This design comes from an exercise in tuning for small area and a short achievable clock period on the open sky130 flow, not from production work.
RTL that was checked went through simulation tests only; none was proved equivalent to the original.
No functional check of the RTL was part of runs 1 to 3, 6 and 7.
No activity file was given, so power comes from the tool's default toggle rates.

<file path="design/flow/design.v">
module adder(clk, rst, in_valid, operand_1, operand_2, out_valid, Sum);
input clk;
input rst;
input in_valid;
input [31:0] operand_1;
input [31:0] operand_2;
output out_valid;
output [31:0] Sum;
reg [1:0] valid;
always @(posedge clk)
    if (rst) valid <= 0;
    else valid <= {valid[0:0], in_valid};
assign out_valid = valid[1];
wire [30:0] op2_iw = operand_2[30:0];
wire [31:0] a = operand_1;
wire [30:0] b = op2_iw;
wire [8:0] d12 = {1'b0, a[30:23]} - {1'b0, b[30:23]};
wire [7:0] d21 = b[30:23] - a[30:23];
wire ge = ~d12[8];
wire [7:0] dd = ge ? d12[7:0] : d21;
wire [0:0] sgn_aw = a[31];
wire [7:0] emax_aw = ge ? a[30:23] : b[30:23];
wire [22:0] fb_aw = ge ? a[22:0] : b[22:0];
wire [22:0] fs_aw = ge ? b[22:0] : a[22:0];
wire [4:0] sh_aw = dd[4:0];
wire [0:0] shz_aw = (dd[7:5] != 3'd0) || (dd[4:3] == 2'b11);
wire [23:0] x0 = {1'b1, fs_aw};
wire [23:0] x1 = sh_aw[0] ? (x0 >> 1) : x0;
wire [23:0] x2 = sh_aw[1] ? (x1 >> 2) : x1;
wire [23:0] x3 = sh_aw[2] ? (x2 >> 4) : x2;
reg [0:0] sgn_s3;
reg [7:0] emax_s3;
reg [22:0] fb_s3;
reg [23:0] xs_s3;
reg [4:0] sh_s3;
reg [0:0] shz_s3;
always @(posedge clk) begin
    sgn_s3 <= sgn_aw;
    emax_s3 <= emax_aw;
    fb_s3 <= fb_aw;
    xs_s3 <= x3;
    sh_s3 <= sh_aw;
    shz_s3 <= shz_aw;
end
wire [23:0] xz3 = shz_s3 ? 24'd0 : xs_s3;
wire [23:0] x4 = sh_s3[3] ? (xz3 >> 8) : xz3;
wire [23:0] x5 = sh_s3[4] ? (x4 >> 16) : x4;
wire [23:0] sml = x5;
wire [24:0] ms = {1'b1, fb_s3} + sml;
reg [0:0] sgn_c;
reg [7:0] emax_c;
reg [23:0] ms_c;
always @(posedge clk) begin
    sgn_c <= sgn_s3;
    emax_c <= emax_s3;
    ms_c <= ms[24:1];
end
wire [23:0] msn = ms_c;
wire [7:0] e = emax_c + {7'd0, msn[23]};
wire [22:0] f = msn[23] ? msn[22:0] : {msn[21:0], 1'b0};
wire [31:0] res_dw = {sgn_c, e, f};
assign Sum = res_dw;
endmodule
</file>
<file path="design/flow/flow/run.sh">
#!/bin/bash
# Standard layout, with plain buf_1 cells as the port buffers.
export BUFFER_PORTS_ARGS="-buffer_cell sky130_fd_sc_hd__buf_1"
bash standard.sh > standard.log 2>&1
</file>
<file path="design/flow/standard.sh">
#!/bin/bash
# synth_recipe.tcl (not shown) runs the flow's synth.tcl, then flattens the netlist and writes it again
# the make line also repeats each setting of config.mk as NAME=value (left out here)
make -C /OpenROAD-flow-scripts/flow DESIGN_CONFIG=/design/flow/config.mk WORK_HOME=/design/flow/orfs CLKGATE_MAP_FILE= SYNTH_SCRIPT=/design/flow/synth_recipe.tcl "${@:-finish}"
</file>
<file path="design/flow/config.mk">
export PLATFORM = sky130hd
export DESIGN_NAME = adder
export DESIGN_NICKNAME = adder
export VERILOG_FILES = /design/flow/design.v
export SDC_FILE = /design/flow/constraint.sdc
export NUM_CORES = 4
export LEC_CHECK = 0
export ABC_AREA = 1
export CAP_MARGIN = 20
export CORE_MARGIN = 2
export CORE_UTILIZATION = 40
export CTS_BUF_LIST = sky130_fd_sc_hd__clkbuf_4 sky130_fd_sc_hd__clkbuf_8
export SETUP_SLACK_MARGIN = 1.3
export SLEW_MARGIN = 20
</file>
<file path="design/flow/constraint.sdc">
create_clock -name core_clock -period 4.0 [get_ports {clk}]
set_input_delay 0.8000 -clock core_clock [delete_from_list [all_inputs] [get_ports {clk}]]
set_output_delay 0.8000 -clock core_clock [all_outputs]
set_load 0.01 [all_outputs]
</file>
==> reports/qor.csv, run 1 <==
stage;metric;value;unit
critical_path;start_kind;input pin;
critical_path;endpoint_kind;flip-flop;
layout;drive_above_1_share;0.0681;
layout;diodes;0;
timing;hold_violations;0;
clocking;cts_tree;built;
clocking;cts.clk_slew.worst_paths;90;ps
synthesis;synth_top_cell_area_share;0.294;
synthesis;synth.cell_area;0.00639;mm²
synthesis;synth_cell_types;34;
placed_design;place.gp.congestion;0.960;
pwr;p_leak;3.58;nW
run;maxCapViolations;0;
layout;finalNonFillerCells;1302;
synthesis;syn_area_per_cell;6.49;µm²
global_routing;grt_first_pass_wirelength;26700;µm
global_routing;grt_pass1_vias;5468;
run_status;status;complete, no violations;
synthesis;synth_area_leader_cell;dfxtp_1;
layout;fin_nets;1190;
timing;fin_crit;2580;ps
routing;vias_per_cell;4.84;
min_path;holdPathStages;0;
pwr;power_density;452;mW/mm²
placed_design;hpwl;12800;µm
die;die_h;130;µm
synthesis;syn_nets;1095;
synthesis;syn-instance-count;986;
placed_design;place_inst;1263;
timing;setup_violations;0;
layout;area_growth;15.6;%
clocking;numCtsBuffers;9;
min_path;hold_class;reg2reg;
clocking;cts_root_buffer;clkbuf_8;
layout;nFillCells;1690;
die;start_util;0.406;
routing;drcViolationCount;0;
timing;slew-limit-headroom;0.485;
timing;worst_slew_pin_slew;771;ps
timing;maxSlewViolCount;0;
die;rows;46;
synthesis;synth_warnings;1;
routing;drtIter0Drc;394;
die;ios;100;
critical_path;cp.required;4220;ps
critical_path;ff2ff_path_depth;12;
routing;dr.pass1.iters;5;
timing;clock_skew;12.9;ps
critical_path;path_class;in2reg;
critical_path;worst_ep_arrival_time;2800;ps
timing;rsz0062_at_grt;no;
routing;vias;6302;
die;die-area;0.0170;mm²
timing;holdWs;335;ps
synthesis;synth_flop_cell;dfxtp_1;
critical_path;crit_path_max_fanout;31;
global_routing;track_usage;0.196;
pwr;p_total;3.34;mW
clocking;clock_sinks;94;
clocking;clock_latency;360;ps
synthesis;yosysMostFrequentCell;nand2_1;
die;die_w;130;µm
synthesis;synth-edff-count;0;
layout;seq_area;0.00189;mm²
global_routing;antenna_found_initial;0;
die;core_area;0.0158;mm²
timing;finalCritPeriodShare;0.644;
synthesis;seq_area_frac_synth;0.294;
routing;wire_per_inst;12.9;µm
synthesis;ys_ff_latch;94;
layout;multi_input_area;0.00399;mm²
routing;ant_nets;0;
clocking;h-tree-depth;3;
timing;finalSetupTns;0;ps
synthesis;yosys-top-cells-count;252 x nand2_1, 162 x nand3_1, 100 x inv_1;
timing;fmax;0.388;GHz
clocking;cts_buffer_depth;2;
placed_design;portBuffers;98;
global_routing;grt-ovfl-total;0;
routing;drt_wl_total;16800;µm
synthesis;ys_async_sr_fraction;0;
global_routing;grt_max_degree;63;
synthesis;yosys-top-cells-area;dfxtp_1 29%, nand2_1 15%, nand3_1 13%;
pwr;ir_drop;0.000153;V
-- state kept, by name (all words and copies together) (netlist names) --
| name | count |
|---|---|
| ms_c | 24 |
| xs_s3 | 24 |
| fb_s3 | 23 |
| emax_c | 8 |
| emax_s3 | 8 |
| sh_s3 | 2 |
| valid | 2 |
| sgn_c | 1 |
| sgn_s3 | 1 |
| shz_s3 | 1 |
-- metrics by stage --
stage,util,setup slack [ps],instance area (µm²)
floorplan,-,1320,6390
global placement,0.436,715,6880
detailed placement,0.436,692,6880
CTS,0.453,1280,7140
global route,0.469,1290,7390
finish,0.469,1420,7390
-- critical path: stages --
cell	delay (ps)
buf_1	100
inv_1	60
ha_1	130
inv_1	70
fa_2	410
nand3_1	100
nand3_2	130
nand2_4	120
nand2_8	130
buf_4	190
clkbuf_16	180
o21ai_0	370
-- layout make-up --
class / instances / area share
timing repair buffer: 124 / 0.0858
sequential: 94 / 0.256
timing repair inverter: 2 / 0.00169
inverter: 105 / 0.0557
clock inverter: 7 / 0.00778
multi-input combinational: 745 / 0.540
clock buffer: 9 / 0.0168
tap: 216 / 0.0366
-- cells in the final DEF (no fill, tap or decap), types with 3 or more instances in the layout --
| master | instances |
|---|---|
| xnor2_1 | 4 |
| nand2_2 | 4 |
| inv_1 | 100 |
| o21ai_2 | 3 |
| o21ai_0 | 61 |
| nand3b_1 | 23 |
| a21o_1 | 4 |
| nor2_1 | 64 |
| xor2_1 | 25 |
| buf_1 | 98 |
| clkbuf_8 | 9 |
| buf_4 | 21 |
| o21bai_1 | 3 |
| ha_1 | 39 |
| dfxtp_1 | 90 |
| a21oi_1 | 61 |
| inv_8 | 3 |
| nand2_1 | 250 |
| clkinv_2 | 3 |
| nand3_1 | 160 |
| nor3_1 | 16 |
| nand4_1 | 3 |
-- path summary, 6_finish.rpt --
path,endpoint,slack (ps),from
worst max-delay path,fb_s3[5],1420,operand_1[23]
worst min-delay path,emax_c[4],330,emax_s3[4]
worst max register to register,ms_c[21],1540,sh_s3[3]
worst min register to register,emax_c[4],330,emax_s3[4]
-- per-layer routing --
layer	track usage	share of wire
met1	0.291	0.52
met2	0.308	0.43
met4	0.0375	0.010
met5	0	0
met3	0.0257	0.041
-- where the power goes --
group | total, mW | switching (mW) | leakage (nW) | internal, mW
Clock | 0.592 | 0.356 | 0.0934 | 0.236
Combinational | 1.44 | 0.909 | 2.70 | 0.527
Sequential | 1.31 | 0.131 | 0.792 | 1.18
Total | 3.34 | 1.40 | 3.58 | 1.94
-- repair_timing --
action	CTS	global route
gates resized for setup	13	25
endpoints found under the setup margin	33	36
hold endpoints to repair	0	0
pin swaps	3	5
setup buffers	1	15
gates cloned	3	4
hold buffers	0	0
-- logic make-up (layout without fill, tap and decap cells) --
group / count (synthesis) / after routing / synth area share
xor gates and xnor gates: 29 / 29 / 0.0397
adders and majority gates: 42 / 42 / 0.0857
and+or+nand+nor: 529 / 530 / 0.364
AOI/OAI and AO/OA: 142 / 144 / 0.120
buffers and inverters: 150 / 247 / 0.0968
DFF: 94 / 94 / 0.294
==> inputs of run 2 (changes only) <==
--- a/design/flow/config.mk
+++ b/design/flow/config.mk
@@ -10,5 +10,5 @@
 export CORE_MARGIN = 2
 export CORE_UTILIZATION = 40
 export CTS_BUF_LIST = sky130_fd_sc_hd__clkbuf_4 sky130_fd_sc_hd__clkbuf_8
-export SETUP_SLACK_MARGIN = 1.3
+export SETUP_SLACK_MARGIN = 1.4
 export SLEW_MARGIN = 20
==> reports/qor.csv, run 2 <==
stage;metric;value;unit;change
run_status;status;complete, no violations;;
critical_path;crit_top_cell;nand3_2;;
layout;mostFrequentLayoutCells;250 x nand2_1, 152 x nand3_1, 99 x inv_1, 97 x buf_1, 90 x dfxtp_1;;
layout;area_growth;18.3;%;
synthesis;syn-instance-count;986;;unchanged
global_routing;grt_first_pass_wirelength;26200;µm;-1.9%
synthesis;synth_flop_cell;dfxtp_1;;
routing;drcViolationCount;0;;unchanged
min_path;hold_class;reg2reg;;
critical_path;crit_chain;buf_1 -> inv_1 -> ha_2 -> inv_2 -> fa_2 -> nand3_2 -> nand3_2 -> nand2_4 -> nand2_8 -> buf_4 -> clkbuf_16 -> o21ai_0;;
synthesis;synth_area_leader_cell;dfxtp_1;;
synthesis;syn_area_per_cell;6.49;µm²;unchanged
critical_path;crit_path_top_delay_cell;fa_2;;
critical_path;ff2ff_path_depth;13;;+1
critical_path;path_class;in2reg;;
routing;drt_wl_total;17300;µm;+3.1%
timing;fin_crit;2570;ps;-9.11 ps
critical_path;r2r_slack;1580;ps;+40 ps
critical_path;critPathMaxStageDelay;400;ps;about the same
critical_path;endpoint_kind;flip-flop;;
layout;final_common_cell;nand2_1;;
global_routing;track_usage;0.194;;-0.00217
routing;dr.pass1.iters;5;;unchanged
routing;wire_per_inst;13.2;µm;+2.6%
layout;fin_nets;1196;;+0.50%
global_routing;grt_pass1_vias;5392;;-1.4%
clocking;clock_sinks;94;;unchanged
timing;fmax;0.390;GHz;+0.35%
global_routing;grt_max_degree;63;;unchanged
timing;setup_violations;0;;unchanged
synthesis;syn_nets;1095;;unchanged
timing;hold_violations;0;;unchanged
min_path;min_delay_worst_endpoint;emax_c[6];;
min_path;hp-start;emax_s3[6];;
timing;finalSetupTns;0;ps;unchanged
die;rows;46;;unchanged
clocking;clock_latency;370;ps;about the same
clocking;h-tree-depth;3;;unchanged
critical_path;crit_path_max_fanout;31;;unchanged
global_routing;grt-ovfl-total;0;;unchanged
clocking;cts.clk_slew.worst_paths;100;ps;about the same
synthesis;ys_async_sr_fraction;0;;unchanged
timing;maxSlewViolCount;0;;unchanged
timing;clock_skew;14.2;ps;+1.27 ps
die;die_h;130;µm;unchanged
timing;rsz0062_at_grt;yes;;
synthesis;synth-edff-count;0;;unchanged
placed_design;place.gp.congestion;0.936;;-2.5%
global_routing;antenna_found_initial;0;;unchanged
synthesis;yosys-top-cells-count;252 x nand2_1, 162 x nand3_1, 100 x inv_1;;
critical_path;r2r-end;ms_c[17];;
routing;vias;6356;;+0.86%
pwr;ir_drop;0.000159;V;+3.6%
placed_design;hpwl;12900;µm;+0.42%
critical_path;r2r_start;shz_s3;;
timing;holdWs;333;ps;-1.52 ps
layout;diodes;0;;unchanged
clocking;cts_buffer_depth;2;;unchanged
timing;finalCritPeriodShare;0.642;;-0.00228
die;ios;100;;unchanged
synthesis;synth_warnings;1;;unchanged
critical_path;start_kind;input pin;;
layout;reg_top3;ms_c x24, xs_s3 x24, fb_s3 x23;;
pwr;p_leak;3.64;nW;+1.6%
critical_path;worst_ep_arrival_time;2800;ps;about the same
timing;slew-limit-headroom;0.496;;+0.0102
synthesis;synth_cell_types;34;;unchanged
synthesis;yosys-top-cells-area;dfxtp_1 29%, nand2_1 15%, nand3_1 13%;;
synthesis;ys_ff_latch;94;;unchanged
clocking;numCtsBuffers;9;;unchanged
critical_path;cp.required;4230;ps;about the same
synthesis;synth.cell_area;0.00639;mm²;unchanged
run;maxCapViolations;0;;unchanged
clocking;cts_root_buffer;clkbuf_8;;
routing;vias_per_cell;4.86;;+0.39%
routing;drtIter0Drc;324;;-18%
routing;ant_nets;0;;unchanged
die;core_area;0.0158;mm²;unchanged
placed_design;portBuffers;98;;unchanged
pwr;power_density;449;mW/mm²;-0.61%
timing;worst_slew_pin_slew;756;ps;-15.3 ps
synthesis;seq_area_frac_synth;0.294;;unchanged
min_path;holdPathStages;0;;unchanged
die;die_w;130;µm;unchanged
layout;drive_above_1_share;0.0888;;+0.0207
synthesis;yosysMostFrequentCell;nand2_1;;
die;start_util;0.406;;unchanged
synthesis;synth_top_cell_area_share;0.294;;unchanged
die;die-area;0.0170;mm²;unchanged
clocking;cts_tree;built;;
[run 2: cell counts after synthesis]
Identical to the previous run, type by type.
[run 2: final cells by class]
type | instances | area, µm²
Fill cell | 1686 | 8200
Multi-Input combinational cell | 746 | 4080
Timing Repair inverter | 2 | 12.5
Clock inverter | 7 | 55.1
Tap cell | 216 | 270
Sequential cell | 94 | 1890
Timing Repair Buffer | 129 | 712
Clock buffer | 9 | 124
Inverter | 105 | 417
[run 2: worst max-delay path by stage]
stage                             start        end  cells past startpoint
after floorplan           operand_1[23]  xs_s3[10]                     14
after global placement    operand_1[23]  xs_s3[12]                     13
after detailed placement  operand_1[23]  xs_s3[11]                     13
after CTS                 operand_1[23]   xs_s3[8]                     16
after global routing      operand_1[23]  xs_s3[12]                     15
final                     operand_1[23]   fb_s3[9]                     12
[run 2: what timing repair did]
item	CTS	global route
pin swaps	3	16
endpoints found under the setup margin	45	40
hold buffers	0	0
setup buffers	1	20
gates resized for setup	20	42
gates cloned	3	6
[run 2: layer usage]
layer  track usage  vias to the layer above  wire length, µm
li1              -                     3440                -
met3        0.0236                       19              694
met5             0                        -                0
met4        0.0538                        0              244
met1         0.285                     2731             8850
met2         0.301                      166             7530
[run 2: logic make-up after synthesis]
logic type,after synthesis,synth area share
AOI/OAI and AO/OA,142,0.120
and+or+nand+nor,529,0.364
adders and majority gates,42,0.0857
DFF,94,0.294
xor gates and xnor gates,29,0.0397
buffers and inverters,150,0.0968
[run 2: metrics by stage]
stage / utilization / total power, mW / worst slack [ps] / std cells / instance area (µm²)
2_1_floorplan: - / 2.29 / 1410 / 986 / 6400
3_3_place_gp: 0.436 / 2.63 / 778 / 1262 / 6880
3_5_place_dp: 0.436 / 2.63 / 777 / 1262 / 6880
4_1_cts: 0.454 / 3.26 / 1410 / 1282 / 7150
5_1_grt: 0.480 / 3.67 / 1350 / 1308 / 7570
6_report: 0.480 / 3.40 / 1430 / 1308 / 7570
[run 2: critical path: cells and delay by family]
kind                       cells  cell delay (ps)
AOI/OAI and AO/OA              1              390
adders and majority gates      2              560
buffers and inverters          5              570
and+or+nand+nor                4              460
[run 2: report_power, final]
group / leakage, nW / total, mW / switching (mW) / internal [mW]
logic: 2.76 / 1.50 / 0.938 / 0.558
registers: 0.792 / 1.31 / 0.131 / 1.18
clock network: 0.0919 / 0.589 / 0.355 / 0.234
==> inputs of run 3 (changes only) <==
--- a/design/flow/config.mk
+++ b/design/flow/config.mk
@@ -10,5 +10,5 @@
 export CORE_MARGIN = 2
 export CORE_UTILIZATION = 40
 export CTS_BUF_LIST = sky130_fd_sc_hd__clkbuf_4 sky130_fd_sc_hd__clkbuf_8
-export SETUP_SLACK_MARGIN = 1.4
+export SETUP_SLACK_MARGIN = 1.5
 export SLEW_MARGIN = 20
==> reports/qor.csv, run 3 <==
stage;metric;value;unit;change
critical_path;crit_chain;buf_2 -> inv_12 -> ha_4 -> inv_4 -> fa_2 -> nand3_2 -> nand3_4 -> nand2_8 -> nand2_8 -> buf_4 -> clkbuf_16 -> o21ai_0;;
synthesis;synth_top_cell_area_share;0.294;;unchanged
synthesis;synth_cell_types;34;;unchanged
critical_path;critical_path_buf_inv_count;5;;unchanged
clocking;cts_buffer_depth;2;;unchanged
critical_path;path_class;in2reg;;
layout;fin_nets;1200;;+0.33%
run;maxCapViolations;0;;unchanged
run_status;status;complete, no violations;;
layout;final_common_cell;nand2_1;;
clocking;cts_root_buffer;clkbuf_8;;
global_routing;antenna_found_initial;0;;unchanged
synthesis;syn-instance-count;986;;unchanged
critical_path;crit_top_cell;nand2_8;;
timing;fmax;0.399;GHz;+2.5%
placed_design;place.gp.congestion;0.920;;-1.7%
synthesis;synth_flop_cell;dfxtp_1;;
critical_path;critPathMaxStageDelay;390;ps;about the same
routing;vias;6484;;+2.0%
clocking;numCtsBuffers;9;;unchanged
global_routing;grt_pass1_vias;5618;;+4.2%
layout;finalNonFillerCells;1312;;+0.31%
synthesis;ys_async_sr_fraction;0;;unchanged
synthesis;syn_nets;1095;;unchanged
critical_path;endpoint_kind;flip-flop;;
clocking;cts.clk_slew.worst_paths;90;ps;about the same
synthesis;synthAdderAreaFrac;0.0857;;unchanged
critical_path;cp.required;4220;ps;about the same
layout;seq_area;0.00189;mm²;unchanged
timing;clock_skew;21.4;ps;+7.22 ps
routing;drt_wl_total;17600;µm;+1.8%
clocking;clock_sinks;94;;unchanged
die;die_h;130;µm;unchanged
layout;mostFrequentLayoutCells;248 x nand2_1, 146 x nand3_1, 98 x inv_1, 94 x buf_1, 90 x dfxtp_1;;
clocking;clock_latency;380;ps;about the same
layout;utilization;0.495;;+0.0156
synthesis;synth_top_family_by_area;simple AND/OR/NAND/NOR gates;;
die;ios;100;;unchanged
routing;drtIter0Drc;374;;+15%
synthesis;synth-edff-count;0;;unchanged
clocking;h-tree-depth;3;;unchanged
layout;nFillCells;1704;;+1.1%
synthesis;synth_area_leader_cell;dfxtp_1;;
global_routing;track_usage;0.200;;+0.00577
min_path;hold_class;reg2reg;;
timing;worst_slew_pin_slew;770;ps;+14.1 ps
timing;rsz0062_at_grt;yes;;
die;start_util;0.406;;unchanged
timing;maxSlewViolCount;0;;unchanged
synthesis;ys_ff_latch;94;;unchanged
critical_path;worst_ep_arrival_time;2720;ps;-80 ps
critical_path;path_delay_family;buffers and inverters;;
synthesis;synthMuxAreaShare;0;;unchanged
timing;finalCritPeriodShare;0.626;;-0.0156
synthesis;synth_compound_area_frac;0.120;;unchanged
synthesis;yosys-top-cells-count;252 x nand2_1, 162 x nand3_1, 100 x inv_1;;
die;die-area;0.0170;mm²;unchanged
global_routing;grt_max_degree;63;;unchanged
pwr;p_leak;3.71;nW;+1.8%
routing;ant_nets;0;;unchanged
global_routing;grt-ovfl-total;0;;unchanged
critical_path;crit_path_max_fanout;31;;unchanged
layout;fin_area;0.00781;mm²;+3.2%
clocking;cts_tree;built;;
timing;finalSetupTns;0;ps;unchanged
synthesis;yosys-top-cells-area;dfxtp_1 29%, nand2_1 15%, nand3_1 13%;;
layout;diodes;0;;unchanged
routing;drcViolationCount;0;;unchanged
synthesis;synthSimpleGateAreaFrac;0.364;;unchanged
pwr;p_total;3.54;mW;+4.3%
synthesis;synth.cell_area;0.00639;mm²;unchanged
synthesis;yosysMostFrequentCell;nand2_1;;
layout;reg_top3;ms_c x24, xs_s3 x24, fb_s3 x23;;
placed_design;placed_cell_area;0.00694;mm²;+0.95%
die;core_area;0.0158;mm²;unchanged
timing;hold_violations;0;;unchanged
routing;dr.pass1.iters;5;;unchanged
routing;wire_per_inst;13.4;µm;+1.4%
timing;setup_violations;0;;unchanged
timing;fin_crit;2500;ps;-62.4 ps
pwr;ir_drop;0.000178;V;+12%
layout;multi_input_area;0.00422;mm²;+3.4%
pwr;power_density;453;mW/mm²;+1.0%
timing;slew-limit-headroom;0.486;;-0.00939
routing;vias_per_cell;4.94;;+1.7%
placed_design;hpwl;12900;µm;+0.73%
synthesis;synth-xor-area-share;0.0397;;unchanged
layout;drive_above_1_share;0.120;;+0.0316
synthesis;syn_area_per_cell;6.49;µm²;unchanged
placed_design;portBuffers;98;;unchanged
synthesis;synth_warnings;1;;unchanged
die;rows;46;;unchanged
placed_design;place_inst;1261;;-0.079%
global_routing;grt_first_pass_wirelength;27000;µm;+3.1%
synthesis;seq_area_frac_synth;0.294;;unchanged
die;die_w;130;µm;unchanged
critical_path;crit_path_top_delay_cell;fa_2;;
critical_path;start_kind;input pin;;
layout;area_growth;22.1;%;
## run 3: cell types whose count changed in the layout (fill, tap and decap cells not counted), sizes merged, moves of 2 or more
cell    delta
clkbuf     +2
clkinv     -4
buf        +5
o21ai      -2
## run 3: kinds of logic after synthesis
| group | after synthesis |
|---|---|
| flops | 94 |
| xor+xnor | 29 |
| simple gates | 529 |
| compound gates | 142 |
| fa+ha+maj | 42 |
| buf+inv | 150 |
## run 3: per-stage QoR
step	hold WS, ps	worst slack (ps)
2_1_floorplan	310	1450
4_1_cts	335	1470
3_3_place_gp	310	552
5_1_grt	338	1440
6_report	333	1500
3_5_place_dp	312	532
## run 3: final cells by class
type	instances	area share
Multi-Input combinational cell	745	0.540
Sequential cell	94	0.243
Timing Repair Buffer	134	0.0993
Inverter	105	0.0549
Tap cell	216	0.0346
Clock buffer	11	0.0186
Clock inverter	5	0.00817
Timing Repair inverter	2	0.00176
## run 3: per-layer routing
| metal | routed length [µm] | GRT usage |
|---|---|---|
| met3 | 884 | 0.0391 |
| met2 | 7820 | 0.318 |
| met4 | 296 | 0.0507 |
| met5 | 0 | 0 |
| met1 | 8610 | 0.280 |
## run 3: worst reg2reg max path, delay by kind of cell, from the launching register on
kind            cells  cell delay (ps)
flops               1              420
simple gates        8              690
fa+ha+maj           1              400
buf+inv             2              290
compound gates      2              380
xor+xnor            1              130
## run 3: worst paths after layout
path	start	endpoint	slack, ps	depth (start not counted)
max	operand_1[23]	fb_s3[6]	1500	12
min	emax_s3[6]	emax_c[6]	330	0
max reg2reg	sh_s3[3]	ms_c[21]	1630	14
min reg2reg	emax_s3[6]	emax_c[6]	330	0
## run 3: power by group
| group | leakage, nW | internal, mW | switching [mW] |
|---|---|---|---|
| sequential | 0.792 | 1.18 | 0.122 |
| clock | 0.104 | 0.319 | 0.350 |
| combinational | 2.81 | 0.598 | 0.972 |
## run 3: repair_timing
action	in CTS	in global routing
cloned	3	6
endpoints found under the setup margin	76	49
pin swaps	6	18
hold buffers	0	0
gates resized for setup	37	53
setup buffers	6	20
hold endpoints to repair	0	0
==> inputs of run 4 (changes only) <==
--- a/design/flow/design.v
+++ b/design/flow/design.v
@@ -16,7 +16,20 @@
 wire [30:0] b = op2_iw;
 wire [8:0] d12 = {1'b0, a[30:23]} - {1'b0, b[30:23]};
 wire [7:0] d21 = b[30:23] - a[30:23];
-wire ge = ~d12[8];
+wire [7:0] cgt = a[30:23] & ~b[30:23];
+wire [7:0] ceq = ~(a[30:23] ^ b[30:23]);
+wire [3:0] cgt1, ceq1;
+wire [1:0] cgt2, ceq2;
+genvar ci;
+generate for (ci = 0; ci < 4; ci = ci + 1) begin : cmp1
+    assign cgt1[ci] = cgt[2*ci+1] | (ceq[2*ci+1] & cgt[2*ci]);
+    assign ceq1[ci] = ceq[2*ci+1] & ceq[2*ci];
+end endgenerate
+generate for (ci = 0; ci < 2; ci = ci + 1) begin : cmp2
+    assign cgt2[ci] = cgt1[2*ci+1] | (ceq1[2*ci+1] & cgt1[2*ci]);
+    assign ceq2[ci] = ceq1[2*ci+1] & ceq1[2*ci];
+end endgenerate
+wire ge = cgt2[1] | (ceq2[1] & (cgt2[0] | ceq2[0]));
 wire [7:0] dd = ge ? d12[7:0] : d21;
 wire [0:0] sgn_aw = a[31];
 wire [7:0] emax_aw = ge ? a[30:23] : b[30:23];
==> reports/qor.csv, run 4 <==
stage;metric;value;unit;change
synthesis;synth_warnings;1;;unchanged
synthesis;syn_area_per_cell;6.43;µm²;-0.85%
synthesis;synth_top_cell_area_share;0.291;;-0.00308
synthesis;yosys-top-cells-area;dfxtp_1 29%, nand3_1 14%, nand2_1 13%;;
die;die_h;131;µm;+0.51%
critical_path;start_kind;input pin;;
routing;drcViolationCount;0;;unchanged
timing;holdWs;330;ps;-2.80 ps
clocking;cts.clk_slew.worst_paths;90;ps;about the same
synthesis;syn_nets;1114;;+1.7%
routing;dr.pass1.iters;5;;unchanged
global_routing;antenna_found_initial;0;;unchanged
synthesis;yosys-top-cells-count;228 x nand2_1, 182 x nand3_1, 129 x inv_1;;
die;core_area;0.0158;mm²;+0.37%
timing;fin_crit;2500;ps;-3.98 ps
layout;fin_area;0.00796;mm²;+2.0%
placed_design;portBuffers;98;;unchanged
min_path;hold_class;reg2reg;;
timing;rsz0062_at_grt;yes;;
timing;fmax;0.400;GHz;+0.16%
clocking;clock_sinks;94;;unchanged
routing;wire_per_inst;13.5;µm;+0.65%
clocking;cts_tree;built;;
timing;maxSlewViolCount;0;;unchanged
run;maxCapViolations;0;;unchanged
layout;mostFrequentLayoutCells;221 x nand2_1, 149 x nand3_1, 125 x inv_1, 91 x buf_1, 89 x dfxtp_1;;
routing;ant_nets;0;;unchanged
synthesis;syn-instance-count;1005;;+1.9%
global_routing;grt-ovfl-total;0;;unchanged
die;die_w;131;µm;+0.51%
layout;drive_above_1_share;0.144;;+0.0232
layout;reg_top3;ms_c x24, xs_s3 x24, fb_s3 x23;;
critical_path;endpoint_kind;flip-flop;;
global_routing;track_usage;0.195;;-0.00545
global_routing;grt_pass1_vias;5768;;+2.7%
critical_path;crit_path_max_fanout;6;;-81%
layout;area_growth;23.2;%;
pwr;power_density;479;mW/mm²;+5.7%
global_routing;grt_max_degree;46;;-27%
placed_design;hpwl;12800;µm;-0.87%
critical_path;worst_ep_arrival_time;2770;ps;+50 ps
placed_design;placed_cell_area;0.00694;mm²;about the same
timing;setup_violations;0;;unchanged
timing;finalSetupTns;0;ps;unchanged
timing;clock_skew;11.2;ps;-10.2 ps
timing;fin_ws;1500;ps;+3.98 ps
layout;utilization;0.503;;+0.00784
clocking;cts_root_buffer;clkbuf_8;;
global_routing;grt_first_pass_wirelength;27600;µm;+2.0%
timing;hold_violations;0;;unchanged
clocking;clock_latency;370;ps;about the same
placed_design;pre_cts_ws;866;ps;+334 ps
pwr;p_leak;3.88;nW;+4.5%
clocking;cts_buffer_depth;2;;unchanged
routing;vias;6591;;+1.7%
layout;fin_nets;1218;;+1.5%
routing;vias_per_cell;4.96;;+0.27%
critical_path;path_class;in2reg;;
pwr;ir_drop;0.000222;V;+24%
layout;diodes;0;;unchanged
synthesis;synth_cell_types;38;;+12%
timing;slew-limit-headroom;0.683;;+0.197
layout;final_common_cell;nand2_1;;
synthesis;synth_flop_cell;dfxtp_1;;
clocking;cts_hold_buf;0;;unchanged
clocking;h-tree-depth;3;;unchanged
run_status;status;complete, no violations;;
synthesis;yosysMostFrequentCell;nand2_1;;
die;rows;46;;unchanged
die;start_util;0.408;;+0.00279
synthesis;seq_area_frac_synth;0.291;;-0.00308
critical_path;cp.required;4260;ps;+40 ps
clocking;numCtsBuffers;9;;unchanged
synthesis;ys_ff_latch;94;;unchanged
synthesis;ys_async_sr_fraction;0;;unchanged
die;die-area;0.0172;mm²;+1.0%
routing;drtIter0Drc;437;;+17%
synthesis;synth-edff-count;0;;unchanged
timing;finalCritPeriodShare;0.625;;-0.000995
routing;drt_wl_total;18000;µm;+2.0%
placed_design;place.gp.congestion;0.934;;+1.5%
die;ios;100;;unchanged
synthesis;synth_area_leader_cell;dfxtp_1;;
timing;worst_slew_pin_slew;470;ps;-300 ps
synthesis;synth.cell_area;0.00646;mm²;+1.1%
## run 4: cell families (layout without fill, tap and decap cells)
logic type,Yosys count,in the layout,share of synthesized area
fa+ha+maj,42,42,0.0848
compound gates,148,149,0.126
flops,94,94,0.291
buf+inv,178,284,0.113
simple gates,515,517,0.347
xor+xnor,28,28,0.0379
## run 4: routing by layer
metal / track usage / vias to the layer above / routed length [µm]
met5: 0 / - / 0
met1: 0.276 / 2870 / 8560
met3: 0.0243 / 26 / 968
li1: - / 3476 / -
met4: 0.0501 / 0 / 308
met2: 0.314 / 219 / 8130
## run 4: final timing paths
path,start,endpoint,slack (ps),cells after the start
setup / recovery,operand_2[23],xs_s3[1],1500,15
setup reg to reg,sh_s3[3],ms_c[16],1640,12
hold / removal,emax_s3[2],emax_c[2],330,0
hold reg to reg,emax_s3[2],emax_c[2],330,0
## run 4: final cells by class
type                            instances  area, µm²
Clock inverter                          6       93.8
Clock buffer                           10        131
Timing Repair Buffer                  129        790
Multi-Input combinational cell        736       4230
Sequential cell                        94       1900
Tap cell                              216        270
Timing Repair inverter                  4       25.0
Inverter                              135        529
Fill cell                            1614       7860
## run 4: critical path: stages
cell and delay [ps]:
clkbuf_2 100, inv_2 50, ha_4 160, fa_2 380, inv_2 70, nand2_1 50
nand2_1 60, nand2_2 60, nand2_4 120, nand2_8 90, o21ai_4 310, clkbuf_16 230
nand3_2 110, nand3_2 100, nand2_1 50
## run 4: timing repair
| item | 4_1_cts | 5_1_grt |
|---|---|---|
| buffers inserted | 5 | 13 |
| pin swaps | 5 | 20 |
| gates cloned | 4 | 9 |
| setup endpoints to repair | 46 | 43 |
| resized for setup | 25 | 91 |
## run 4: through the flow
step | power [mW] | instances
after floorplan | 2.44 | 1005
after detailed placement | 2.82 | 1283
after global placement | 2.81 | 1283
after global routing | 4.11 | 1330
final | 3.81 | 1330
after CTS | 3.59 | 1308
## run 4: power by group
part           switching (mW)  internal (mW)
logic                    1.11          0.671
clock network           0.332          0.363
registers               0.140           1.20
total                    1.58           2.24
==> inputs of run 5 (changes only) <==
--- a/design/flow/config.mk
+++ b/design/flow/config.mk
@@ -10,5 +10,5 @@
 export CORE_MARGIN = 2
 export CORE_UTILIZATION = 40
 export CTS_BUF_LIST = sky130_fd_sc_hd__clkbuf_4 sky130_fd_sc_hd__clkbuf_8
-export SETUP_SLACK_MARGIN = 1.5
+export SETUP_SLACK_MARGIN = 1.3
 export SLEW_MARGIN = 20
==> reports/qor.csv, run 5 <==
stage;metric;value;unit;change
run_status;status;complete, no violations;;
layout;drive_above_1_share;0.0666;;-0.0770
clocking;cts_buffer_depth;2;;unchanged
synthesis;synth-edff-count;0;;unchanged
global_routing;grt_pass1_vias;5676;;-1.6%
synthesis;seq_area_frac_synth;0.291;;unchanged
die;rows;46;;unchanged
clocking;clock_sinks;94;;unchanged
global_routing;busiest_layer;met2;;
die;die_w;131;µm;unchanged
global_routing;grt_max_degree;92;;+100%
synthesis;syn_area_per_cell;6.43;µm²;unchanged
synthesis;synth_top_family_by_area;simple AND/OR/NAND/NOR gates;;
pwr;ir_drop;0.000192;V;-14%
clocking;h-tree-depth;3;;unchanged
synthesis;synth_area_leader_cell;dfxtp_1;;
timing;rsz0062_at_grt;yes;;
clocking;cts_root_buffer;clkbuf_8;;
synthesis;syn-instance-count;1005;;unchanged
layout;fin_nets;1202;;-1.3%
pwr;p_total;3.57;mW;-6.3%
die;die_h;131;µm;unchanged
synthesis;ys_ff_latch;94;;unchanged
die;die-area;0.0172;mm²;unchanged
timing;holdWs;331;ps;+1.41 ps
layout;diodes;0;;unchanged
timing;hold_violations;0;;unchanged
timing;fin_crit;2570;ps;+66.1 ps
synthesis;synth_flop_cell;dfxtp_1;;
synthesis;synth_warnings;1;;unchanged
global_routing;grt-ovfl-total;0;;unchanged
global_routing;grt_use_met1;0.270;;-0.00521
global_routing;gr-usage-met3;0.0324;;+0.00810
placed_design;portBuffers;98;;unchanged
global_routing;antenna_found_initial;0;;unchanged
global_routing;grt_first_pass_wirelength;26700;µm;-3.1%
routing;vias;6352;;-3.6%
critical_path;r2r-end;ms_c[15];;
timing;slew-limit-headroom;0.498;;-0.185
min_path;min_delay_worst_endpoint;emax_c[3];;
critical_path;worst_ep_arrival_time;2830;ps;+60 ps
timing;finalSetupTns;0;ps;unchanged
synthesis;yosys-top-cells-count;228 x nand2_1, 182 x nand3_1, 129 x inv_1;;
critical_path;cp.required;4270;ps;about the same
routing;dr.pass1.iters;5;;unchanged
timing;fmax;0.390;GHz;-2.6%
layout;area_growth;14.0;%;
timing;fin_ws;1430;ps;-66.1 ps
clocking;cts_tree;built;;
timing;finalCritPeriodShare;0.642;;+0.0165
min_path;hp-start;emax_s3[3];;
synthesis;yosysMostFrequentCell;nand2_1;;
global_routing;use_met2;0.290;;-0.0243
placed_design;pre_cts_ws;811;ps;-54.9 ps
timing;worst_slew_pin_slew;752;ps;+282 ps
synthesis;ys_async_sr_fraction;0;;unchanged
synthesis;synthAdderAreaFrac;0.0848;;unchanged
placed_design;placed_cell_area;0.00694;mm²;about the same
synthesis;synth.cell_area;0.00646;mm²;unchanged
min_path;holdPathStages;0;;unchanged
synthesis;synth_compound_area_frac;0.126;;unchanged
synthesis;yosys-top-cells-area;dfxtp_1 29%, nand3_1 14%, nand2_1 13%;;
timing;setup_violations;0;;unchanged
routing;drtIter0Drc;479;;+9.6%
routing;wire_per_inst;12.6;µm;-6.6%
layout;reg_top3;ms_c x24, xs_s3 x24, fb_s3 x23;;
routing;vias_per_cell;4.84;;-2.3%
pwr;p_leak;3.67;nW;-5.2%
routing;ant_nets;0;;unchanged
die;start_util;0.408;;unchanged
routing;drt_wl_total;16600;µm;-7.8%
die;ios;100;;unchanged
placed_design;place.gp.congestion;0.931;;-0.33%
synthesis;synthSimpleGateAreaFrac;0.347;;unchanged
timing;maxSlewViolCount;0;;unchanged
die;core_area;0.0158;mm²;unchanged
layout;fin_area;0.00737;mm²;-7.5%
critical_path;start_kind;input pin;;
critical_path;crit_path_max_fanout;20;;+14
clocking;cts.clk_slew.worst_paths;90;ps;about the same
synthesis;synth_top_cell_area_share;0.291;;unchanged
synthesis;syn_nets;1114;;unchanged
critical_path;r2r_slack;1530;ps;-110 ps
synthesis;synthMuxAreaShare;0;;unchanged
critical_path;r2r_start;sh_s3[3];;
global_routing;track_usage;0.188;;-0.00620
routing;drcViolationCount;0;;unchanged
clocking;clock_latency;370;ps;about the same
clocking;numCtsBuffers;9;;unchanged
critical_path;endpoint_kind;flip-flop;;
synthesis;synth-xor-area-share;0.0379;;unchanged
synthesis;synth_cell_types;38;;unchanged
layout;mostFrequentLayoutCells;228 x nand2_1, 180 x nand3_1, 129 x inv_1, 97 x buf_1, 91 x dfxtp_1;;
placed_design;hpwl;12900;µm;+0.24%
pwr;power_density;485;mW/mm²;+1.3%
layout;final_common_cell;nand2_1;;
run;maxCapViolations;0;;unchanged
timing;clock_skew;7.06;ps;-4.09 ps
critical_path;path_class;in2reg;;
min_path;hold_class;reg2reg;;
critical_path;ff2ff_path_depth;14;;+2
[run 5: final cells by class]
class | instances | area, µm²
Fill cell | 1680 | 8460
Multi-Input combinational cell | 735 | 3910
Sequential cell | 94 | 1890
Timing Repair Buffer | 117 | 566
Inverter | 135 | 517
Tap cell | 216 | 270
Clock buffer | 10 | 138
Clock inverter | 4 | 72.6
Timing Repair inverter | 1 | 7.51
[run 5: power by group]
part	switching, mW	internal [mW]	total, mW
sequential	0.139	1.20	1.34
clock	0.309	0.361	0.670
combinational	0.997	0.568	1.56
[run 5: worst max-delay path by stage]
stage / startpoint / slack [ps] / cells after the start / endpoint
after CTS: shz_s3 / 1330 / 14 / ms_c[15]
after global placement: operand_2[23] / 830 / 16 / xs_s3[5]
final: operand_2[23] / 1430 / 16 / xs_s3[6]
after floorplan: operand_2[23] / 1450 / 14 / xs_s3[17]
after global routing: sh_s3[3] / 1290 / 14 / ms_c[21]
after detailed placement: operand_2[23] / 810 / 16 / xs_s3[5]
[run 5: cell families after synthesis]
group                    after synthesis
adder cells (fa/ha/maj)               42
XOR/XNOR                              28
AND/OR/NAND/NOR                      515
AO/OA/AOI/OAI                        148
flip-flops                            94
buffers and inverters                178
[run 5: repair_timing]
item                       4_1_cts  5_1_grt
resized for setup                9       18
setup endpoints to repair       35       36
hold buffers                     0        0
pin swaps                        0        3
buffers inserted                 0       11
gates cloned                     1        3
[run 5: through the flow]
stage | utilization | instances
2_1_floorplan | - | 1005
3_3_place_gp | 0.439 | 1283
3_5_place_dp | 0.439 | 1283
4_1_cts | 0.454 | 1298
5_1_grt | 0.466 | 1312
6_report | 0.466 | 1312
[run 5: per-layer routing]
layer,up-vias,share of wire
li1,3424,-
met1,2716,0.50
met2,185,0.43
met3,27,0.053
met4,0,0.020
met5,-,0
[run 5: worst max-delay path, cell delays in order]
cell     delay (ps)
buf_1           100
inv_1            60
ha_1            200
fa_1            360
inv_1           110
nand2_1          70
nand2_1          50
nand2_1          60
nand2_2          90
nand2_4         140
inv_2           150
nand3_2         160
nand2_4         170
inv_4           110
nand3_1         120
nand2_1          70
==> inputs of run 6 (changes only) <==
--- a/design/flow/design.v
+++ b/design/flow/design.v
@@ -62,14 +62,16 @@
 wire [24:0] ms = {1'b1, fb_s3} + sml;
 reg [0:0] sgn_c;
 reg [7:0] emax_c;
+reg [7:0] emaxp_c;
 reg [23:0] ms_c;
 always @(posedge clk) begin
     sgn_c <= sgn_s3;
     emax_c <= emax_s3;
+    emaxp_c <= emax_s3 + 8'd1;
     ms_c <= ms[24:1];
 end
 wire [23:0] msn = ms_c;
-wire [7:0] e = emax_c + {7'd0, msn[23]};
+wire [7:0] e = msn[23] ? emaxp_c : emax_c;
 wire [22:0] f = msn[23] ? msn[22:0] : {msn[21:0], 1'b0};
 wire [31:0] res_dw = {sgn_c, e, f};
 assign Sum = res_dw;
--- a/design/flow/config.mk
+++ b/design/flow/config.mk
@@ -10,5 +10,5 @@
 export CORE_MARGIN = 2
 export CORE_UTILIZATION = 40
 export CTS_BUF_LIST = sky130_fd_sc_hd__clkbuf_4 sky130_fd_sc_hd__clkbuf_8
-export SETUP_SLACK_MARGIN = 1.3
+export SETUP_SLACK_MARGIN = 1.4
 export SLEW_MARGIN = 20
==> reports/qor.csv, run 6 <==
stage;metric;value;unit;change
clocking;numCtsBuffers;9;;unchanged
die;die_h;133;µm;+1.8%
critical_path;r2r_slack;1620;ps;+90 ps
timing;hold_violations;0;;unchanged
synthesis;ys_ff_latch;102;;+8.5%
global_routing;use_met2;0.323;;+0.0335
synthesis;synth_top_cell_area_share;0.305;;+0.0137
critical_path;endpoint_kind;flip-flop;;
clocking;cts_tree;built;;
placed_design;place.gp.congestion;0.869;;-6.7%
die;core_area;0.0165;mm²;+4.0%
routing;drtIter0Drc;380;;-21%
pwr;intPower;2.20;mW;+3.3%
synthesis;synth_cell_types;35;;-7.9%
timing;fmax;0.394;GHz;+1.1%
die;die_w;133;µm;+1.8%
global_routing;grt_max_degree;54;;-41%
clocking;h-tree-depth;3;;unchanged
clocking;cts.clk_slew.worst_paths;100;ps;about the same
synthesis;synthMuxAreaShare;0.0135;;+0.0135
layout;mostFrequentLayoutCells;258 x nand2_1, 143 x nand3_1, 126 x inv_1, 99 x dfxtp_1, 98 x buf_1;;
critical_path;r2r_start;sh_s3[3];;
critical_path;worst_ep_arrival_time;2820;ps;about the same
synthesis;syn_nets;1140;;+2.3%
synthesis;synth_top_family_by_area;simple AND/OR/NAND/NOR gates;;
synthesis;syn-instance-count;1032;;+2.7%
pwr;power_density;475;mW/mm²;-2.1%
pwr;swShare;0.422;;+0.0179
synthesis;yosys-top-cells-area;dfxtp_1 30%, nand2_1 15%, nand3_1 13%;;
clocking;clock_sinks;102;;+8.5%
global_routing;grt_first_pass_wirelength;29300;µm;+9.6%
critical_path;crit_path_max_fanout;12;;-40%
placed_design;placed_cell_area;0.00717;mm²;+3.2%
global_routing;antenna_found_initial;0;;unchanged
die;ios;100;;unchanged
synthesis;yosys-top-cells-count;261 x nand2_1, 179 x nand3_1, 129 x inv_1;;
synthesis;synthAdderAreaFrac;0.0800;;-0.00485
global_routing;track_usage;0.203;;+0.0148
synthesis;synthSimpleGateAreaFrac;0.343;;-0.00358
clocking;clock_latency;390;ps;+20 ps
die;die-area;0.0178;mm²;+3.5%
layout;nFillCells;1761;;+4.8%
timing;clock_skew;10.6;ps;+3.55 ps
min_path;hold_class;reg2reg;;
global_routing;grt_pass1_vias;6074;;+7.0%
critical_path;r2r-end;ms_c[15];;
min_path;min_delay_worst_endpoint;sgn_c;;
timing;rsz0062_at_grt;yes;;
synthesis;seq_area_frac_synth;0.305;;+0.0137
synthesis;synth-edff-count;0;;unchanged
synthesis;synth_flop_cell;dfxtp_1;;
global_routing;gr-usage-met3;0.0323;;-0.0000634
timing;worst_slew_pin_slew;485;ps;-267 ps
synthesis;synth.cell_area;0.00670;mm²;+3.6%
layout;utilization;0.487;;+0.0213
timing;finalCritPeriodShare;0.635;;-0.00704
synthesis;ys_async_sr_fraction;0;;unchanged
layout;reg_top3;ms_c x24, xs_s3 x24, fb_s3 x23;;
layout;area_growth;19.7;%;
clocking;cts_buffer_depth;2;;unchanged
critical_path;crit_path_top_delay_cell;fa_2;;
clocking;cts_root_buffer;clkbuf_8;;
timing;finalSetupTns;0;ps;unchanged
routing;ant_nets;0;;unchanged
synthesis;syn_area_per_cell;6.49;µm²;+0.93%
placed_design;hpwl;13100;µm;+1.7%
routing;vias_per_cell;4.93;;+1.8%
routing;vias;6685;;+5.2%
timing;fin_crit;2540;ps;-28.1 ps
clocking;cts_hold_buf;0;;unchanged
critical_path;path_class;in2reg;;
run;maxCapViolations;0;;unchanged
timing;maxSlewViolCount;0;;unchanged
synthesis;synth-xor-area-share;0.0340;;-0.00395
pwr;clkPwrFrac;0.165;;-0.022
critical_path;cp.required;4280;ps;about the same
min_path;hp-start;sgn_s3;;
placed_design;portBuffers;98;;unchanged
timing;slew-limit-headroom;0.676;;+0.178
critical_path;ff2ff_path_depth;15;;+1
placed_design;place_inst;1314;;+2.4%
pwr;ir_drop;0.000195;V;+1.7%
synthesis;synth_area_leader_cell;dfxtp_1;;
pwr;pwr-share-seq;0.380;;+0.005
layout;final_common_cell;nand2_1;;
layout;diodes;0;;unchanged
critical_path;critical_path_buf_inv_count;6;;+1
pwr;pwr-share-comb;0.456;;+0.018
min_path;holdPathStages;0;;unchanged
pwr;p_leak;3.93;nW;+7.0%
global_routing;grt-ovfl-total;0;;unchanged
routing;drt_wl_total;17900;µm;+8.2%
die;rows;47;;+2.2%
critical_path;critPathMaxStageDelay;330;ps;-30 ps
layout;fin_nets;1239;;+3.1%
critical_path;path_delay_family;buffers and inverters;;
synthesis;yosysMostFrequentCell;nand2_1;;
critical_path;crit_chain;buf_1 -> inv_1 -> ha_2 -> fa_2 -> inv_2 -> nand2_1 -> nand2_1 -> nand2_2 -> nand2_4 -> nand2_8 -> buf_16 -> o21ai_4 -> buf_6 -> buf_16 -> nand3_2 -> nand3_2 -> nand2_1;;
layout;fin_area;0.00802;mm²;+8.8%
synthesis;synth_warnings;1;;unchanged
timing;setup_violations;0;;unchanged
global_routing;grt_use_met1;0.288;;+0.0176
routing;drcViolationCount;0;;unchanged
synthesis;synth_compound_area_frac;0.115;;-0.0115
pwr;p_sw;1.61;mW;+11%
routing;dr.pass1.iters;5;;unchanged
run_status;status;complete, no violations;;
die;start_util;0.407;;-0.00154
critical_path;crit_top_cell;nand2_1;;
critical_path;start_kind;input pin;;
layout;drive_above_1_share;0.115;;+0.0487
routing;wire_per_inst;13.2;µm;+4.6%
layout;finalNonFillerCells;1356;;+3.4%
global_routing;busiest_layer;met2;;
==> run 6: changes by cell type after synthesis, sizes merged, moves of 3 or more <==
cell,previous run,this run
dfxtp,94,102
nand3,182,179
inv,134,131
mux2,0,8
nand2,242,265
==> run 6: routing by layer <==
metal | part of all wire | wire (µm)
met5 | 0 | 0
met2 | 0.45 | 8030
met4 | 0.013 | 235
met3 | 0.048 | 862
met1 | 0.49 | 8780
==> run 6: cell type report <==
| type | count | area, µm² | area share |
|---|---|---|---|
| Clock buffer | 9 | 124 | 0.0155 |
| Tap cell | 220 | 275 | 0.0343 |
| Multi-Input combinational cell | 756 | 4230 | 0.528 |
| Timing Repair Buffer | 126 | 731 | 0.0912 |
| Inverter | 133 | 512 | 0.0638 |
| Timing Repair inverter | 3 | 22.5 | 0.00281 |
| Clock inverter | 7 | 65.1 | 0.00812 |
| Sequential cell | 102 | 2050 | 0.256 |
==> run 6: power groups by stage <==
stage                     Clock [mW]  Combinational, mW  Sequential (mW)
after floorplan                    0               1.16             1.39
after global placement             0               1.46             1.46
after detailed placement           0               1.47             1.47
after CTS                      0.643               1.62             1.45
after global routing           0.691               1.96             1.48
final                          0.627               1.73             1.45
==> run 6: what timing repair did <==
action                     4_1_cts  5_1_grt
gates cloned                    10        0
gates resized for setup         36       59
pin swaps                        6       26
setup endpoints to repair       56       35
setup buffers                    9        7
==> run 6: cells by family (layout without fill, tap and decap cells) <==
| group | after synthesis | in the layout |
|---|---|---|
| AO/OA/AOI/OAI | 142 | 142 |
| buffers and inverters | 177 | 278 |
| adder cells (fa/ha/maj) | 41 | 41 |
| multiplexers | 8 | 8 |
| AND/OR/NAND/NOR | 536 | 539 |
| XOR/XNOR | 26 | 26 |
| flip-flops | 102 | 102 |
==> run 6: worst max-delay path by stage <==
stage,cells past startpoint,startpoint,to
after floorplan,14,operand_2[23],xs_s3[10]
after global placement,16,operand_2[23],xs_s3[5]
after detailed placement,16,operand_2[23],xs_s3[15]
after CTS,17,operand_2[23],xs_s3[10]
after global routing,17,operand_2[23],xs_s3[8]
final,17,operand_2[23],xs_s3[9]
==> run 6: per-stage QoR <==
stage,hold slack [ps],setup WS [ps],power (mW)
final,337,1460,3.81
after detailed placement,319,401,2.94
after global routing,354,1350,4.13
after CTS,341,1410,3.72
after floorplan,310,1450,2.55
after global placement,311,477,2.93
==> inputs of run 7 (changes only) <==
--- a/design/flow/design.v
+++ b/design/flow/design.v
@@ -37,9 +37,10 @@
 wire [22:0] fs_aw = ge ? b[22:0] : a[22:0];
 wire [4:0] sh_aw = dd[4:0];
 wire [0:0] shz_aw = (dd[7:5] != 3'd0) || (dd[4:3] == 2'b11);
-wire [23:0] x0 = {1'b1, fs_aw};
-wire [23:0] x1 = sh_aw[0] ? (x0 >> 1) : x0;
-wire [23:0] x2 = sh_aw[1] ? (x1 >> 2) : x1;
+wire [23:0] pa = {1'b1, a[22:0]} >> d21[1:0];
+wire [23:0] pb = {1'b1, b[22:0]} >> d12[1:0];
+wire [23:0] fsp = ge ? pb : pa;
+wire [23:0] x2 = fsp;
 wire [23:0] x3 = sh_aw[2] ? (x2 >> 4) : x2;
 reg [0:0] sgn_s3;
 reg [7:0] emax_s3;
@@ -62,16 +63,14 @@
 wire [24:0] ms = {1'b1, fb_s3} + sml;
 reg [0:0] sgn_c;
 reg [7:0] emax_c;
-reg [7:0] emaxp_c;
 reg [23:0] ms_c;
 always @(posedge clk) begin
     sgn_c <= sgn_s3;
     emax_c <= emax_s3;
-    emaxp_c <= emax_s3 + 8'd1;
     ms_c <= ms[24:1];
 end
 wire [23:0] msn = ms_c;
-wire [7:0] e = msn[23] ? emaxp_c : emax_c;
+wire [7:0] e = emax_c + {7'd0, msn[23]};
 wire [22:0] f = msn[23] ? msn[22:0] : {msn[21:0], 1'b0};
 wire [31:0] res_dw = {sgn_c, e, f};
 assign Sum = res_dw;
==> reports/qor.csv, run 7 <==
stage;metric;value;unit;change
run_status;status;complete, no violations;;
layout;seq_area;0.00189;mm²;-7.9%
placed_design;hpwl;13800;µm;+5.5%
pwr;intPower;2.05;mW;-6.9%
routing;ant_nets;0;;unchanged
critical_path;r2r-end;ms_c[21];;
die;core_area;0.0165;mm²;+0.36%
clocking;cts_tree;built;;
timing;slew-limit-headroom;0.634;;-0.0426
run;maxCapViolations;0;;unchanged
synthesis;synth_area_leader_cell;dfxtp_1;;
die;die_h;134;µm;+0.20%
timing;rsz0062_at_grt;yes;;
timing;setup_violations;0;;unchanged
routing;wire_per_inst;12.8;µm;-3.4%
clocking;h-tree-depth;3;;unchanged
min_path;hold_class;reg2reg;;
synthesis;synth_cell_types;39;;+11%
pwr;clkPwrFrac;0.187;;+0.022
critical_path;crit_top_cell;o21ai_0;;
clocking;clock_latency;370;ps;-20 ps
routing;drtIter0Drc;374;;-1.6%
layout;multi_input_area;0.00422;mm²;-0.38%
layout;area_growth;13.4;%;
routing;dr.pass1.iters;5;;unchanged
timing;finalCritPeriodShare;0.606;;-0.0284
timing;clock_skew;11.4;ps;+0.737 ps
synthesis;yosys-top-cells-count;315 x nand2_1, 135 x o21ai_0, 117 x inv_1;;
pwr;pwr-share-seq;0.372;;-0.008
min_path;holdPathStages;0;;unchanged
synthesis;ys_async_sr_fraction;0;;unchanged
routing;vias_per_cell;4.82;;-2.2%
layout;mostFrequentLayoutCells;315 x nand2_1, 131 x o21ai_0, 115 x inv_1, 97 x buf_1, 91 x dfxtp_1;;
synthesis;synth.cell_area;0.00673;mm²;+0.41%
global_routing;grt-ovfl-total;0;;unchanged
layout;reg_top3;ms_c x24, xs_s3 x24, fb_s3 x23;;
timing;maxSlewViolCount;0;;unchanged
clocking;numCtsBuffers;9;;unchanged
pwr;p_sw;1.50;mW;-6.6%
pwr;power_density;465;mW/mm²;-2.0%
synthesis;seq_area_frac_synth;0.280;;-0.0251
critical_path;crit_path_max_fanout;7;;-5
die;rows;47;;unchanged
layout;nFillCells;1777;;+0.91%
synthesis;syn_nets;1170;;+2.6%
layout;fin_nets;1246;;+0.56%
die;ios;100;;unchanged
critical_path;r2r_slack;1600;ps;-20 ps
synthesis;synth_top_cell_area_share;0.280;;-0.0251
critical_path;critical_path_buf_inv_count;4;;-2
timing;fmax;0.412;GHz;+4.7%
layout;final_common_cell;nand2_1;;
synthesis;yosysMostFrequentCell;nand2_1;;
timing;fin_crit;2430;ps;-114 ps
synthesis;yosys-top-cells-area;dfxtp_1 28%, nand2_1 18%, o21ai_0 10%;;
critical_path;worst_ep_arrival_time;2670;ps;-150 ps
routing;vias;6566;;-1.8%
layout;utilization;0.461;;-0.0254
critical_path;path_class;in2reg;;
synthesis;synth_flop_cell;dfxtp_1;;
timing;worst_slew_pin_slew;544;ps;+59.1 ps
routing;drt_wl_total;17400;µm;-3.0%
placed_design;place.gp.congestion;0.882;;+1.6%
pwr;p_leak;3.67;nW;-6.6%
min_path;hp-start;emax_s3[4];;
critical_path;crit_path_top_delay_cell;fa_2;;
timing;finalSetupTns;0;ps;unchanged
routing;drcViolationCount;0;;unchanged
pwr;swShare;0.423;;+0.000774
die;start_util;0.407;;about the same
critical_path;endpoint_kind;flip-flop;;
clocking;cts_buffer_depth;2;;unchanged
critical_path;crit_chain;buf_1 -> inv_1 -> ha_1 -> fa_2 -> clkinvlp_4 -> buf_4 -> nand2_1 -> o21ai_0 -> o21ai_0 -> o21ai_0;;
min_path;min_delay_worst_endpoint;emax_c[4];;
global_routing;grt_max_degree;62;;+15%
synthesis;syn-instance-count;1061;;+2.8%
layout;drive_above_1_share;0.0762;;-0.0391
timing;hold_violations;0;;unchanged
synthesis;ys_ff_latch;94;;-7.8%
pwr;p_total;3.55;mW;-6.8%
critical_path;r2r_start;sh_s3[3];;
placed_design;place_inst;1339;;+1.9%
layout;diodes;0;;unchanged
clocking;cts_root_buffer;clkbuf_8;;
synthesis;synth-edff-count;0;;unchanged
die;die_w;134;µm;+0.20%
global_routing;antenna_found_initial;0;;unchanged
clocking;cts.clk_slew.worst_paths;90;ps;about the same
critical_path;critPathMaxStageDelay;650;ps;+320 ps
timing;holdWs;329;ps;-7.38 ps
layout;finalNonFillerCells;1362;;+0.44%
global_routing;track_usage;0.195;;-0.00835
synthesis;synth_warnings;1;;unchanged
global_routing;grt_pass1_vias;6034;;-0.66%
pwr;ir_drop;0.000207;V;+6.3%
critical_path;ff2ff_path_depth;14;;-1
clocking;cts_hold_buf;0;;unchanged
critical_path;start_kind;input pin;;
die;die-area;0.0179;mm²;+0.40%
clocking;clock_sinks;94;;-7.8%
synthesis;syn_area_per_cell;6.34;µm²;-2.3%
pwr;pwr-share-comb;0.440;;-0.016
global_routing;grt_first_pass_wirelength;28500;µm;-2.5%
placed_design;portBuffers;98;;unchanged
critical_path;cp.required;4250;ps;-30 ps
critical_path;path_delay_family;adder cells;;
run 7: through the flow:
step	cell area, µm²	setup slack [ps]
after global routing	7630	1380
after global placement	7190	881
final	7630	1570
after detailed placement	7190	860
after floorplan	6730	1560
after CTS	7430	1400
run 7: cell type report:
| class | count | area share |
|---|---|---|
| clock inverter | 7 | 0.0115 |
| tap | 220 | 0.0361 |
| clock buffer | 9 | 0.0162 |
| timing repair buffer | 112 | 0.0704 |
| timing repair inverter | 2 | 0.00197 |
| multi-input combinational | 797 | 0.553 |
| inverter | 121 | 0.0628 |
| sequential | 94 | 0.248 |
run 7: worst register-to-register path, stage by stage (launching register included):
cell	delay, ps
dfxtp_4	420
inv_8	140
nand3_1	170
o22ai_1	240
ha_1	330
a21oi_2	220
o21ai_4	100
nand2_1	70
nand2_1	90
nand2_1	80
nand2_1	110
a21oi_1	190
inv_1	60
nand2_1	50
nand2_1	40
run 7: cells by family (layout without fill, tap and decap cells):
family,Yosys count,after routing,synth area share
compound gates,253,253,0.205
xor+xnor,25,25,0.0326
fa+ha+maj,42,42,0.0815
buf+inv,170,251,0.105
flops,94,94,0.280
mux,13,13,0.0193
simple gates,464,464,0.276
run 7: power groups by stage:
stage          logic [mW]  clock network, mW  registers (mW)
6_report             1.56              0.664            1.32
5_1_grt              1.80              0.727            1.36
4_1_cts              1.49              0.681            1.31
3_5_place_dp         1.47                  0            1.33
3_3_place_gp         1.46                  0            1.33
2_1_floorplan        1.14                  0            1.27
run 7: what timing repair did:
item | CTS | global route
setup buffers | 0 | 4
gates resized for setup | 12 | 40
gates cloned | 0 | 3
pin swaps | 0 | 4
setup endpoints to repair | 39 | 49
run 7: how the worst max path moves through the flow:
stage | slack [ps] | endpoint | cells after the start | from
2_1_floorplan | 1560 | xs_s3[17] | 10 | operand_2[23]
3_3_place_gp | 880 | xs_s3[16] | 15 | operand_2[23]
3_5_place_dp | 860 | xs_s3[18] | 16 | operand_2[23]
4_1_cts | 1400 | ms_c[23] | 15 | sh_s3[3]
5_1_grt | 1380 | ms_c[23] | 14 | sh_s3[3]
6_report | 1570 | xs_s3[16] | 10 | operand_2[23]
run 7: routing by layer:
| metal | part of all wire | global-route usage | up-vias |
|---|---|---|---|
| met1 | 0.52 | 0.286 | 2821 |
| met2 | 0.43 | 0.297 | 156 |
| li1 | - | - | 3561 |
| met5 | 0 | 0 | - |
| met3 | 0.037 | 0.0240 | 28 |
| met4 | 0.020 | 0.0597 | 0 |

[port drivers added, routing unchanged]
No port has a modelled driver above. Below, the same layouts with a new extraction and two added sets of constraints. Step 1 sets driving cells, clkbuf_16 on the clock port and buf_2 on the other inputs (assumed; they add their load-dependent delay and slew). Step 2 moves the port delays by t, midway between the first and last clock arrival at a register: inputs arrive t later, outputs are due t later. That takes back most of the time a late clock gives input paths. Slacks: ideal / step 1 / step 2; pairs: ideal / step 1.
run	t (ns)	setup WS [ns]	worst hold slack (ns)	slew at the worst register clock pin (ns)
run 1	0.390	1.424 / 1.436 / 1.046	0.335 / 0.335 / 0.335	0.10 / 0.10
run 2	0.399	1.433 / 1.444 / 1.045	0.333 / 0.333 / 0.333	0.10 / 0.10
run 3	0.406	1.495 / 1.505 / 1.105	0.333 / 0.333 / 0.333	0.11 / 0.11
run 4	0.403	1.499 / 1.514 / 1.111	0.330 / 0.330 / 0.330	0.09 / 0.09
run 5	0.400	1.433 / 1.422 / 1.048	0.331 / 0.331 / 0.331	0.09 / 0.09
run 6	0.422	1.461 / 1.476 / 1.054	0.337 / 0.337 / 0.337	0.11 / 0.11
run 7	0.396	1.575 / 1.540 / 1.171	0.329 / 0.329 / 0.329	0.10 / 0.10
After both steps setup and hold are still met in every run listed. The setup slack of run 6, which loses most, moves by +0.015 ns with the drivers and by -0.407 ns with both steps.
